What follows belongs to an exercise in optimizing a design on an open flow for a short achievable clock period and few clock cycles; a production flow would make more cautious choices. RTL that was checked went through simulation tests only; none was proved equivalent to the original. Power is estimated from default activity; no workload was simulated.

// mips8_cpu
module mips8_cpu(clk, rst, prog_len, imem_addr, imem_rdata, dmem_addr, dmem_rdata,
                 wb_en, wb_addr, wb_data, done, result);
make LEC_CHECK=0 CAP_MARGIN=20 CORE_MARGIN=2 CORE_UTILIZATION=40 PLACE_DENSITY=0.6 SETUP_SLACK_MARGIN=3 SLEW_MARGIN=20 finish   # period 5.0 ns
run.sh (not shown) runs the stock make flow with config.mk's settings and CLKGATE_MAP_FILE= SYNTH_SCRIPT=/design/flow/synth_recipe.tcl, a recipe that flattens the netlist after the stock synthesis.
Testbench counts at the start, summed over its fixed seeds: cycles 29,145.
Rerun with:
--- a/flow/design.v
+++ b/flow/design.v
@@ -61,21 +61,21 @@
    reg [7:0] res_r;    
    reg       bv [0:NB-1];
    reg [7:0] btag [0:NB-1];
    reg [7:0] btgt [0:NB-1];
    reg [2:0] brr;
    reg       uAlloc, uInval;
    reg [7:0] uPc, uTgt;
    reg [NB-1:0] uIdx;
    wire [7:0] sum = opA + opB;
    wire       lt  = $signed(opA) < $signed(opB);
-   wire [7:0] resE = sltE ? {7'b0, lt} : sum;
+   wire [7:0] resE = {sum[7:1] & {7{~sltE}}, sltE ? lt : sum[0]};
    wire       eq  = (opA == opB);
    wire       redirE = vE & (eq ? redir_eqE : redir_neE);
    wire       haltE  = vE & (eq ? halt_eqE : halt_neE);
    wire       takenE = eq ? tk_eqE : tk_neE;
    wire [7:0] wdata = wLoad ? dmem_rdata : wRes;
    wire skipM = mV & ~mLoad & ~wV;
    wire skipE = vE & wenE & ~lwE & ~mV & ~wV;
    function [7:0] rdrf;
       input [7:0] oh;
       input [63:0] c;
@@ -178,33 +178,28 @@
       for (ib = 0; ib < NB; ib = ib + 1) begin
          ohN[ib] = bv[ib] && (btag[ib] == Ai);
          btN  = btN | (ohN[ib] ? btgt[ib] : 8'd0);
       end
    end
    reg       hitS, seqS;
    reg [NB-1:0] idxF;
    reg [7:0] btF;
    wire      hitF = hitS & seqS;
    wire haltF = jrchk;    
-   localparam SP = 0;
+   localparam SP = 1;
    wire spOp = (opI == 6'b000011) | ((opI[5:1] == 5'b00010) & ins[7]);
    wire spI = (SP != 0) & vI & ~predI & ~stallD & spOp;
    wire [7:0] Abase = replayD ? pcI : (hitF ? btF : Aseq);
-   wire       spSel = spI & ~replayD;
-   wire [7:0] Apred = spSel ? tgtI : Abase;
-   wire [7:0] Ceq = jrE ? opA : next_eqE;
-   wire [7:0] Cne = jrE ? opA : next_neE;
-   wire       rEqA = vE & redir_eqE;
-   wire       rNeA = vE & redir_neE;
-   wire       rA = eq ? rEqA : rNeA;
-   wire [7:0] Cr = eq ? Ceq : Cne;
-   wire [7:0] Anext = rA ? Cr : Apred;
+   wire [7:0] Xeq = (vE & redir_eqE) ? (jrE ? opA : next_eqE) : Abase;
+   wire [7:0] Xne = (vE & redir_neE) ? (jrE ? opA : next_neE) : Abase;
+   wire       selT = spI & ~(eq ? (vE & redir_eqE) : (vE & redir_neE));
+   wire [7:0] Anext = selT ? tgtI : (eq ? Xeq : Xne);
    always @(posedge clk) begin
       A <= Anext;
       An <= ~Anext;
       pcI <= Ai;
       predI <= hitF;
       idxI <= idxF;
       hitS <= |ohN;
       idxF <= ohN;
       btF <= btN;
       if (~stallD) begin
@@ -278,23 +273,23 @@
       btbE <= btbD;
       idxE <= idxD;
       mLoad <= lwE;
       mDest <= destE;
       mRes <= resE;
       dA <= sum;
       wLoad <= mLoad;
       wDest <= mDest;
       wRes <= mRes;
       oDest <= wV ? wDest : (mV ? mDest : destE);
-      oData <= wV ? wdata : (mV ? mRes : resE);
-      wbA <= (wV | skipM | skipE) ? (wV ? wDest : (mV ? mDest : destE)) : 5'd0;
-      wbD <= (wV | skipM | skipE) ? (wV ? wdata : (mV ? mRes : resE)) : 8'd0;
+      oData <= (wV | mV) ? (wV ? wdata : mRes) : resE;
+      wbA <= skipE ? destE : (wV ? wDest : (skipM ? mDest : 5'd0));
+      wbD <= skipE ? resE : (wV ? wdata : (skipM ? mRes : 8'd0));
       uPc <= pcE;
       uTgt <= tgtE;
       uIdx <= idxE;
       if (uAlloc) begin
          btag[brr] <= uPc - 8'd1;
          btgt[brr] <= uTgt;
       end
       if (rst) begin
          halted <= 1'b0;
          jrchk <= 1'b0;
Worst setup slack gets worse by 0.19 ns.
Routed wire length rose by 3.6%.
First-iteration DRC count fell by 7.9%.
Clock power rose by about 2%.
Cell count stays flat.
Clock-buffer cell count rose by 1.
Cell area barely changes.
Sequential share of layout area stays flat.
Function not checked in the second run of this note: the RTL went through the layout flow alone.

---

mips8_cpu, a different RTL version from the one above (not shown whole).
For scale: about 2700 cells after synthesis, about 0.037 mm2 of cells after synthesis.
Settings: LEC_CHECK=0, CAP_MARGIN=20, CORE_MARGIN=2, CORE_UTILIZATION=40, PLACE_DENSITY=0.6, SETUP_SLACK_MARGIN=3, SLEW_MARGIN=20; clock period 5.0 ns.
The first run finished clean.
Change:
--- a/flow/design.v
+++ b/flow/design.v
@@ -58,25 +58,28 @@
    reg       done_r;
    reg [4:0] wbA;    
    reg [7:0] wbD;
    reg [7:0] res_r;    
    reg       bv [0:NB-1];
    reg [7:0] btag [0:NB-1];
    reg [7:0] btgt [0:NB-1];
    reg [2:0] brr;
    reg       uAlloc, uInval;
    reg [7:0] uPc, uTgt;
    reg [NB-1:0] uIdx;
-   wire [7:0] sum = opA + opB;
+   wire [4:0] sLo  = {1'b0, opA[3:0]} + {1'b0, opB[3:0]};
+   wire [3:0] sHi0 = opA[7:4] + opB[7:4];
+   wire [3:0] sHi1 = opA[7:4] + opB[7:4] + 4'd1;
+   wire [7:0] sum = {sLo[4] ? sHi1 : sHi0, sLo[3:0]};
    wire       lt  = $signed(opA) < $signed(opB);
-   wire [7:0] resE = sltE ? {7'b0, lt} : sum;
+   wire [7:0] resE = {sum[7:1] & {7{~sltE}}, sltE ? lt : sum[0]};
    wire       eq  = (opA == opB);
    wire       redirE = vE & (eq ? redir_eqE : redir_neE);
    wire       haltE  = vE & (eq ? halt_eqE : halt_neE);
    wire       takenE = eq ? tk_eqE : tk_neE;
    wire [7:0] wdata = wLoad ? dmem_rdata : wRes;
    wire skipM = mV & ~mLoad & ~wV;
    wire skipE = vE & wenE & ~lwE & ~mV & ~wV;
    function [7:0] rdrf;
       input [7:0] oh;
       input [63:0] c;
       integer k;
@@ -177,35 +180,31 @@
       btN  = 8'd0;
       for (ib = 0; ib < NB; ib = ib + 1) begin
          ohN[ib] = bv[ib] && (btag[ib] == Ai);
          btN  = btN | (ohN[ib] ? btgt[ib] : 8'd0);
       end
    end
    reg       hitS, seqS;
    reg [NB-1:0] idxF;
    reg [7:0] btF;
    wire      hitF = hitS & seqS;
    wire haltF = jrchk;    
-   localparam SP = 1;
+   localparam SP = 0;
    wire spOp = (opI == 6'b000011) | ((opI[5:1] == 5'b00010) & ins[7]);
    wire spI = (SP != 0) & vI & ~predI & ~stallD & spOp;
    wire [7:0] Abase = replayD ? pcI : (hitF ? btF : Aseq);
    wire       spSel = spI & ~replayD;
    wire [7:0] Apred = spSel ? tgtI : Abase;
-   wire [7:0] Ceq = jrE ? opA : next_eqE;
-   wire [7:0] Cne = jrE ? opA : next_neE;
-   wire       rEqA = vE & redir_eqE;
-   wire       rNeA = vE & redir_neE;
-   wire       rA = eq ? rEqA : rNeA;
-   wire [7:0] Cr = eq ? Ceq : Cne;
-   wire [7:0] Anext = rA ? Cr : Apred;
+   wire [7:0] Xeq = (vE & redir_eqE) ? (jrE ? opA : next_eqE) : Apred;
+   wire [7:0] Xne = (vE & redir_neE) ? (jrE ? opA : next_neE) : Apred;
+   wire [7:0] Anext = eq ? Xeq : Xne;
    always @(posedge clk) begin
       A <= Anext;
       An <= ~Anext;
       pcI <= Ai;
       predI <= hitF;
       idxI <= idxF;
       hitS <= |ohN;
       idxF <= ohN;
       btF <= btN;
       if (~stallD) begin
          rsD <= rsI;
@@ -277,25 +276,25 @@
       predE <= predD;
       btbE <= btbD;
       idxE <= idxD;
       mLoad <= lwE;
       mDest <= destE;
       mRes <= resE;
       dA <= sum;
       wLoad <= mLoad;
       wDest <= mDest;
       wRes <= mRes;
       oDest <= wV ? wDest : (mV ? mDest : destE);
-      oData <= wV ? wdata : (mV ? mRes : resE);
-      wbA <= (wV | skipM | skipE) ? (wV ? wDest : (mV ? mDest : destE)) : 5'd0;
-      wbD <= (wV | skipM | skipE) ? (wV ? wdata : (mV ? mRes : resE)) : 8'd0;
+      oData <= (wV | mV) ? (wV ? wdata : mRes) : resE;
+      wbA <= skipE ? destE : (wV ? wDest : (skipM ? mDest : 5'd0));
+      wbD <= skipE ? resE : (wV ? wdata : (skipM ? mRes : 8'd0));
       uPc <= pcE;
       uTgt <= tgtE;
       uIdx <= idxE;
       if (uAlloc) begin
          btag[brr] <= uPc - 8'd1;
          btgt[brr] <= uTgt;
       end
       if (rst) begin
          halted <= 1'b0;
          jrchk <= 1'b0;
          vI <= 1'b0;
The new run completed without violations. Synthesized area goes up by 0.43%. Power rose by 3.5%. Clock-buffer cell count goes down by 11. Critical path depth went down by 2. Sequential power is about the same. Cell area shrinks by 0.78%. Utilization went down by 0.47 points. Combinational power shrinks by about 4%. Maximum frequency came out higher by 5.0%.
No run of this note included a check of the RTL's function; only the layout flow was run.

---

Setup of main:
The RTL this note starts from:
==> flow/design.v <==
module mips8_cpu(clk, rst, prog_len, imem_addr, imem_rdata, dmem_addr, dmem_rdata,
                 wb_en, wb_addr, wb_data, done, result);
   input clk;
   input rst;
   input [7:0] prog_len;
   output [7:0] imem_addr;
   input [31:0] imem_rdata;
   output [7:0] dmem_addr;
   input [7:0] dmem_rdata;
   output wb_en;
   output [4:0] wb_addr;
   output [7:0] wb_data;
   output done;
   output [7:0] result;
   localparam NB = 8;
   integer i, ia, ib;
   reg [7:0] len_r;
   always @(posedge clk) len_r <= prog_len;
   reg [7:0] rf [1:31];
   reg [7:0] A;
   reg       halted;
   reg       jrchk;
   reg [7:0] pcI;
   reg       vI;
   reg       predI;    
   reg [NB-1:0] idxI;
   reg       vD;
   reg [4:0] rsD, rtD, destD;
   reg [31:1] rsohD, rtohD;
   reg [7:0] immD, pcD, pc1D, tgtD;
   reg       adduD, sltD, jrD, beqD, bneD, jalD, lwD, addiuD, wenD, useRsD, useRtD;
   reg       pc1_geD;
   reg       sEs, sMs, sWs, sOs, sRs, sEt, sMt, sWt, sOt, sRt;
   reg       hzE, hzM;
   reg       predD;    
   reg       btbD;     
   reg [NB-1:0] idxD;
   reg       vE;
   reg [7:0] opA, opB, pcE, tgtE, next_eqE, next_neE;
   reg       redir_eqE, redir_neE, halt_eqE, halt_neE, tk_eqE, tk_neE;
   reg       sltE, jrE, brE, lwE, wenE;
   reg [4:0] destE;
   reg       predE;
   reg       btbE;
   reg [NB-1:0] idxE;
   reg       mV, mLoad;
   reg [4:0] mDest;
   reg [7:0] mRes;
   reg [7:0] dA;
   reg       wV, wLoad;
   reg [4:0] wDest;
   reg [7:0] wRes;
   reg       oV;
   reg [4:0] oDest;
   reg [7:0] oData;
   reg       done_r;
   reg [7:0] res_r;    
   reg       bv [0:NB-1];
   reg [7:0] btag [0:NB-1];
   reg [7:0] btgt [0:NB-1];
   reg [2:0] brr;
   reg       uAlloc, uInval;
   reg [7:0] uPc, uTgt;
   reg [NB-1:0] uIdx;
   wire [7:0] sum = opA + opB;
   wire       lt  = $signed(opA) < $signed(opB);
   wire [7:0] resE = sltE ? {7'b0, lt} : sum;
   wire       eq  = (opA == opB);
   wire       redirE = vE & (eq ? redir_eqE : redir_neE);
   wire       haltE  = vE & (eq ? halt_eqE : halt_neE);
   wire       takenE = eq ? tk_eqE : tk_neE;
   wire [7:0] wdata = wLoad ? dmem_rdata : wRes;
   wire skipM = mV & ~mLoad & ~wV;
   wire skipE = vE & wenE & ~lwE & ~mV & ~wV;
   function [7:0] rdrf;
      input [31:1] oh;
      integer k;
      begin
         rdrf = 8'd0;
         for (k = 1; k < 32; k = k + 1)
            rdrf = rdrf | (oh[k] ? rf[k] : 8'd0);
      end
   endfunction
   wire [7:0] rsv = ({8{sEs}} & resE) | ({8{sMs}} & mRes) | ({8{sWs}} & wdata)
                  | ({8{sOs}} & oData) | ({8{sRs}} & rdrf(rsohD));
   wire [7:0] rtv = ({8{sEt}} & resE) | ({8{sMt}} & mRes) | ({8{sWt}} & wdata)
                  | ({8{sOt}} & oData) | ({8{sRt}} & rdrf(rtohD));
   wire stallD = vD & (hzE | hzM);
   wire replayD = stallD & vI;
   wire tgt_geD = (tgtD >= len_r);
   wire tk_eqD = jalD | beqD;
   wire tk_neD = jalD | bneD;
   wire redir_eqD = jrD | (tk_eqD ? (~predD | tgt_geD) : (predD | pc1_geD));
   wire redir_neD = jrD | (tk_neD ? (~predD | tgt_geD) : (predD | pc1_geD));
   wire halt_eqD = ~jrD & (tk_eqD ? tgt_geD : pc1_geD);
   wire halt_neD = ~jrD & (tk_neD ? tgt_geD : pc1_geD);
   wire [31:0] ins = imem_rdata;
   wire [5:0] opI = ins[31:26];
   wire [5:0] fnI = ins[5:0];
   wire rformI = (opI == 6'b000000);
   wire adduI  = rformI & (fnI == 6'b100001);
   wire sltI   = rformI & (fnI == 6'b101010);
   wire jrI    = rformI & (fnI == 6'b001000);
   wire beqI   = (opI == 6'b000100);
   wire bneI   = (opI == 6'b000101);
   wire jalI   = (opI == 6'b000011);
   wire lwI    = (opI == 6'b010111);
   wire addiuI = (opI == 6'b001001);
   wire [4:0] rsI = ins[25:21];
   wire [4:0] rtI = ins[20:16];
   wire [4:0] destI = (adduI | sltI) ? ins[15:11] : (jalI ? 5'd31 : rtI);
   wire wenI = (adduI | sltI | jalI | lwI | addiuI) & (destI != 5'd0);
   wire [7:0] pc1I = pcI + 8'd1;
   wire [7:0] tgtI = jalI ? ins[7:0] : (pcI + ins[7:0]);
   wire useRsI = adduI | sltI | jrI | beqI | bneI | lwI | addiuI;
   wire useRtI = adduI | sltI | beqI | bneI;
   wire mDs = vD & wenD & (destD == rsI);
   wire mEs = vE & wenE & (destE == rsI);
   wire mMs = mV & (mDest == rsI);
   wire mWs = wV & (wDest == rsI);
   wire mDt = vD & wenD & (destD == rtI);
   wire mEt = vE & wenE & (destE == rtI);
   wire mMt = mV & (mDest == rtI);
   wire mWt = wV & (wDest == rtI);
   wire fEs = mDs;
   wire fMs = ~mDs & mEs & ~skipE;
   wire fWs = ~mDs & ~mEs & mMs & ~skipM;
   wire fOs = ~mDs & ((mEs & skipE) | (~mEs & mMs & skipM) | (~mEs & ~mMs & mWs));
   wire fEt = mDt;
   wire fMt = ~mDt & mEt & ~skipE;
   wire fWt = ~mDt & ~mEt & mMt & ~skipM;
   wire fOt = ~mDt & ((mEt & skipE) | (~mEt & mMt & skipM) | (~mEt & ~mMt & mWt));
   wire hzEI = vD & wenD & lwD & ((useRsI & (destD == rsI)) | (useRtI & (destD == rtI)));
   wire hzMI = vE & wenE & lwE & ((useRsI & (destE == rsI)) | (useRtI & (destE == rtI)));
   reg [31:1] rsohI, rtohI;
   always @(*) begin
      for (ia = 1; ia < 32; ia = ia + 1) begin
         rsohI[ia] = (rsI == ia);
         rtohI[ia] = (rtI == ia);
      end
   end
   wire [7:0] Aseq = A + 8'd1;
   reg [NB-1:0] ohN;
   reg [7:0] btN;
   always @(*) begin
      btN  = 8'd0;
      for (ib = 0; ib < NB; ib = ib + 1) begin
         ohN[ib] = bv[ib] && (btag[ib] == A);
         btN  = btN | (ohN[ib] ? btgt[ib] : 8'd0);
      end
   end
   reg       hitS, seqS;
   reg [NB-1:0] idxF;
   reg [7:0] btF;
   wire      hitF = hitS & seqS;
   wire haltF = jrchk;    
   localparam SP = 1;
   wire spI = (SP != 0) & vI & ~predI & ~stallD & (jalI | ((beqI | bneI) & ins[7]));
   wire [7:0] Apred = replayD ? pcI : (spI ? tgtI : (hitF ? btF : Aseq));
   wire [7:0] Xeq = (vE & redir_eqE) ? (jrE ? opA : next_eqE) : Apred;
   wire [7:0] Xne = (vE & redir_neE) ? (jrE ? opA : next_neE) : Apred;
   wire [7:0] Anext = eq ? Xeq : Xne;
   always @(posedge clk) begin
      A <= Anext;
      pcI <= A;
      predI <= hitF;
      idxI <= idxF;
      hitS <= |ohN;
      idxF <= ohN;
      btF <= btN;
      if (~stallD) begin
         rsD <= rsI;
         rtD <= rtI;
         destD <= destI;
         rsohD <= rsohI;
         rtohD <= rtohI;
         immD <= ins[7:0];
         pcD <= pcI;
         pc1D <= pc1I;
         tgtD <= tgtI;
         pc1_geD <= (pc1I >= len_r);
         adduD <= adduI;
         sltD <= sltI;
         jrD <= jrI;
         beqD <= beqI;
         bneD <= bneI;
         jalD <= jalI;
         lwD <= lwI;
         addiuD <= addiuI;
         wenD <= wenI;
         predD <= predI | spI;
         btbD <= predI;
         idxD <= idxI;
         useRsD <= useRsI;
         useRtD <= useRtI;
         sEs <= fEs;
         sMs <= fMs;
         sWs <= fWs;
         sOs <= fOs;
         sRs <= ~fEs & ~fMs & ~fWs & ~fOs;
         sEt <= fEt;
         sMt <= fMt;
         sWt <= fWt;
         sOt <= fOt;
         sRt <= ~fEt & ~fMt & ~fWt & ~fOt;
         hzE <= hzEI;
         hzM <= hzMI;
      end else begin
         sEs <= 1'b0; sMs <= sEs & ~skipE; sWs <= sMs & ~skipM;
         sOs <= (sEs & skipE) | (sMs & skipM) | sWs; sRs <= sRs | sOs;
         sEt <= 1'b0; sMt <= sEt & ~skipE; sWt <= sMt & ~skipM;
         sOt <= (sEt & skipE) | (sMt & skipM) | sWt; sRt <= sRt | sOt;
         hzE <= 1'b0;
         hzM <= hzE;
      end
      opA <= jalD ? pc1D : rsv;
      opB <= (addiuD | lwD) ? immD : (jalD ? 8'd0 : rtv);
      pcE <= pcD;
      tgtE <= tgtD;
      next_eqE <= tk_eqD ? tgtD : pc1D;
      next_neE <= tk_neD ? tgtD : pc1D;
      redir_eqE <= redir_eqD;
      redir_neE <= redir_neD;
      halt_eqE <= halt_eqD;
      halt_neE <= halt_neD;
      tk_eqE <= tk_eqD;
      tk_neE <= tk_neD;
      sltE <= sltD;
      jrE <= jrD;
      brE <= beqD | bneD | jalD;
      lwE <= lwD;
      wenE <= wenD;
      destE <= destD;
      predE <= predD;
      btbE <= btbD;
      idxE <= idxD;
      mLoad <= lwE;
      mDest <= destE;
      mRes <= resE;
      dA <= sum;
      wLoad <= mLoad;
      wDest <= mDest;
      wRes <= mRes;
      oDest <= wV ? wDest : (mV ? mDest : destE);
      oData <= wV ? wdata : (mV ? mRes : resE);
      uPc <= pcE;
      uTgt <= tgtE;
      uIdx <= idxE;
      if (uAlloc) begin
         btag[brr] <= uPc - 8'd1;
         btgt[brr] <= uTgt;
      end
      if (rst) begin
         halted <= 1'b0;
         jrchk <= 1'b0;
         vI <= 1'b0;
         vD <= 1'b0;
         vE <= 1'b0;
         mV <= 1'b0;
         wV <= 1'b0;
         oV <= 1'b0;
         done_r <= 1'b0;
         brr <= 3'd0;
         uAlloc <= 1'b0;
         uInval <= 1'b0;
         A <= 8'd0;
         seqS <= 1'b0;
         for (i = 0; i < NB; i = i + 1) bv[i] <= 1'b0;
         for (i = 1; i < 32; i = i + 1) rf[i] <= 8'd0;
         res_r <= 8'd0;
      end else begin
         halted <= halted | haltE | haltF;
         seqS <= ~redirE & ~replayD & ~spI & ~hitF;
         jrchk <= vE & jrE & (opA >= len_r);
         vI <= ~halted & ~haltE & ~haltF & ~redirE & ~replayD & ~spI;
         if (redirE) vD <= 1'b0;
         else if (~stallD) vD <= vI;
         vE <= vD & ~stallD & ~redirE;
         mV <= vE & wenE & ~skipE;
         wV <= mV & ~skipM;
         oV <= wV | skipM | skipE;
         if (oV) rf[oDest] <= oData;
         res_r <= (oV & (oDest == 5'd2)) ? oData : rf[2];
         done_r <= (halted | haltE | haltF) & ~(vE & wenE) & ~mV & ~wV;
         uAlloc <= vE & brE & takenE & ~btbE;
         uInval <= vE & brE & ~takenE & btbE;
         if (uAlloc) begin
            bv[brr] <= 1'b1;
            brr <= brr + 3'd1;
         end else if (uInval) begin
            for (i = 0; i < NB; i = i + 1)
               if (uIdx[i]) bv[i] <= 1'b0;
         end
      end
   end
   assign imem_addr = A;
   assign dmem_addr = dA;
   assign wb_en = oV;
   assign wb_addr = oDest;
   assign wb_data = oData;
   assign done = done_r;
   assign result = res_r;
endmodule
Settings: LEC_CHECK=0, CAP_MARGIN=20, CORE_MARGIN=2, CORE_UTILIZATION=40, PLACE_DENSITY=0.6, SETUP_SLACK_MARGIN=2.8, SLEW_MARGIN=20; clock period 5.0 ns.
Relative to main, the following input files were edited for the feature branch:
-- flow/design.v --
<<< main, line 110
   wire [4:0] rtI = ins[20:16];
   wire [4:0] destI = (adduI | sltI) ? ins[15:11] : (jalI ? 5'd31 : rtI);
   wire wenI = (adduI | sltI | jalI | lwI | addiuI) & (destI != 5'd0);
   wire [7:0] pc1I = pcI + 8'd1;
   wire [7:0] tgtI = jalI ? ins[7:0] : (pcI + ins[7:0]);
   wire useRsI = adduI | sltI | jrI | beqI | bneI | lwI | addiuI;
   wire useRtI = adduI | sltI | beqI | bneI;
   wire mDs = vD & wenD & (destD == rsI);
   wire mEs = vE & wenE & (destE == rsI);
>>> the feature branch, line 110
   wire [4:0] rtI = ins[20:16];
   wire [4:0] destI = (adduI | sltI) ? ins[15:11] : (jalI ? 5'd31 : rtI);
   wire wenI = ((adduI | sltI) & (ins[15:11] != 5'd0)) | jalI | ((lwI | addiuI) & (rtI != 5'd0));
   wire [7:0] pc1I = pcI + 8'd1;
   wire [7:0] tgtI = jalI ? ins[7:0] : (pcI + ins[7:0]);
   wire useRsI = 1'b1;
   wire useRtI = ~opI[5] & ~opI[4] & ~opI[3] & ~opI[1];
   wire mDs = vD & wenD & (destD == rsI);
   wire mEs = vE & wenE & (destE == rsI);
<<< main, line 156
   wire haltF = jrchk;    
   localparam SP = 1;
   wire spI = (SP != 0) & vI & ~predI & ~stallD & (jalI | ((beqI | bneI) & ins[7]));
   wire [7:0] Apred = replayD ? pcI : (spI ? tgtI : (hitF ? btF : Aseq));
   wire [7:0] Xeq = (vE & redir_eqE) ? (jrE ? opA : next_eqE) : Apred;
   wire [7:0] Xne = (vE & redir_neE) ? (jrE ? opA : next_neE) : Apred;
   wire [7:0] Anext = eq ? Xeq : Xne;
   always @(posedge clk) begin
      A <= Anext;
>>> the feature branch, line 156
   wire haltF = jrchk;    
   localparam SP = 1;
   wire spOp = (opI == 6'b000011) | ((opI[5:1] == 5'b00010) & ins[7]);
   wire spI = (SP != 0) & vI & ~predI & ~stallD & spOp;
   wire [7:0] Abase = replayD ? pcI : (hitF ? btF : Aseq);
   wire       spSel = spI & ~replayD;
   wire [7:0] Apred = spSel ? tgtI : Abase;
   wire [7:0] Ceq = jrE ? opA : next_eqE;
   wire [7:0] Cne = jrE ? opA : next_neE;
   wire       rEqA = vE & redir_eqE;
   wire       rNeA = vE & redir_neE;
   wire       rA = eq ? rEqA : rNeA;
   wire [7:0] Cr = eq ? Ceq : Cne;
   wire [7:0] Anext = rA ? Cr : Apred;
   always @(posedge clk) begin
      A <= Anext;
Notes after the runs:
The feature branch went all the way through synthesis, placement and routing and the layout is clean on timing, DRC and antenna. The feature branch against main: area growth from synthesis to final layout climbed 1.4 points, design area climbed about 1.6%. Standard cell with the maximum stage delay on the critical path: sky130_fd_sc_hd__o41ai_4 -> the feature branch, sky130_fd_sc_hd__or4_4 -> main. Going from main to the feature branch, pin count of the biggest net entering global routing grew by 11%, hold slack grew by 0.013 ns, complex-gate fraction of the synthesized area grew by 0.41 points. Critical path depth: the feature branch < main. In the feature branch, the share of the clock period used by the worst path after layout came out 6.6 points below the value in main. Re number of nets in the synthesized netlist: main and the feature branch aren't equal, and the higher value belongs to the feature branch. Comparing main and the feature branch, multiplexer share of the synthesized area is lower on the feature branch. Clock buffer instance count of the final layout for the feature branch is higher than for main. The higher synthesized cell count of main and the feature branch is in the feature branch. Compared with main, the feature branch shows a lower share of final layout cell area taken by clock buffers and inverters. Looking at capture point of the critical path, the A[0] result is from main; the opB[3] one comes from the feature branch.
Testbench counts of the feature branch, summed over its fixed seeds: cycles 28,874.
Only the layout flow was run in main; the RTL was not checked for function there.

port drivers added, routing unchanged:
In the flow no input, the clock included, has a driving cell. The finished layouts below were timed again as built, in two steps. Step 1 sets driving cells, clkbuf_16 on the clock port and buf_2 on the other inputs (assumed; they add their load-dependent delay and slew). Step 2 adds t to the input delays and takes it off the output delays; t is the mean of the earliest and latest rising clock arrival at the registers after step 1. Input paths then give back, and output paths get back, about the clock's delay inside the block. Slacks: no drivers / after step 1 / after step 2; pairs: no drivers / after step 1.
run	t (ns)	setup WS [ns]	hold WS [ns]	clock arrival spread, ns
the first run of note 1	0.700	2.795 / 2.784 / 2.226	0.306 / 0.306 / 0.306	0.041 / 0.041
the second run of note 1	0.728	2.609 / 2.606 / 1.878	0.314 / 0.314 / 0.314	0.042 / 0.043
the first run of note 2	0.699	2.577 / 2.590 / 1.891	0.326 / 0.326 / 0.326	0.030 / 0.029
the second run of note 2	0.723	2.693 / 2.693 / 2.153	0.303 / 0.303 / 0.303	0.039 / 0.038
main	0.714	2.383 / 2.419 / 1.706	0.309 / 0.309 / 0.309	0.037 / 0.037
the feature branch	0.704	2.713 / 2.689 / 2.078	0.322 / 0.322 / 0.322	0.053 / 0.053
After both steps every run listed still meets setup and hold. For the second run of note 1, which loses most, drivers alone change the setup slack by -0.003 ns; drivers and shift together by -0.731 ns.
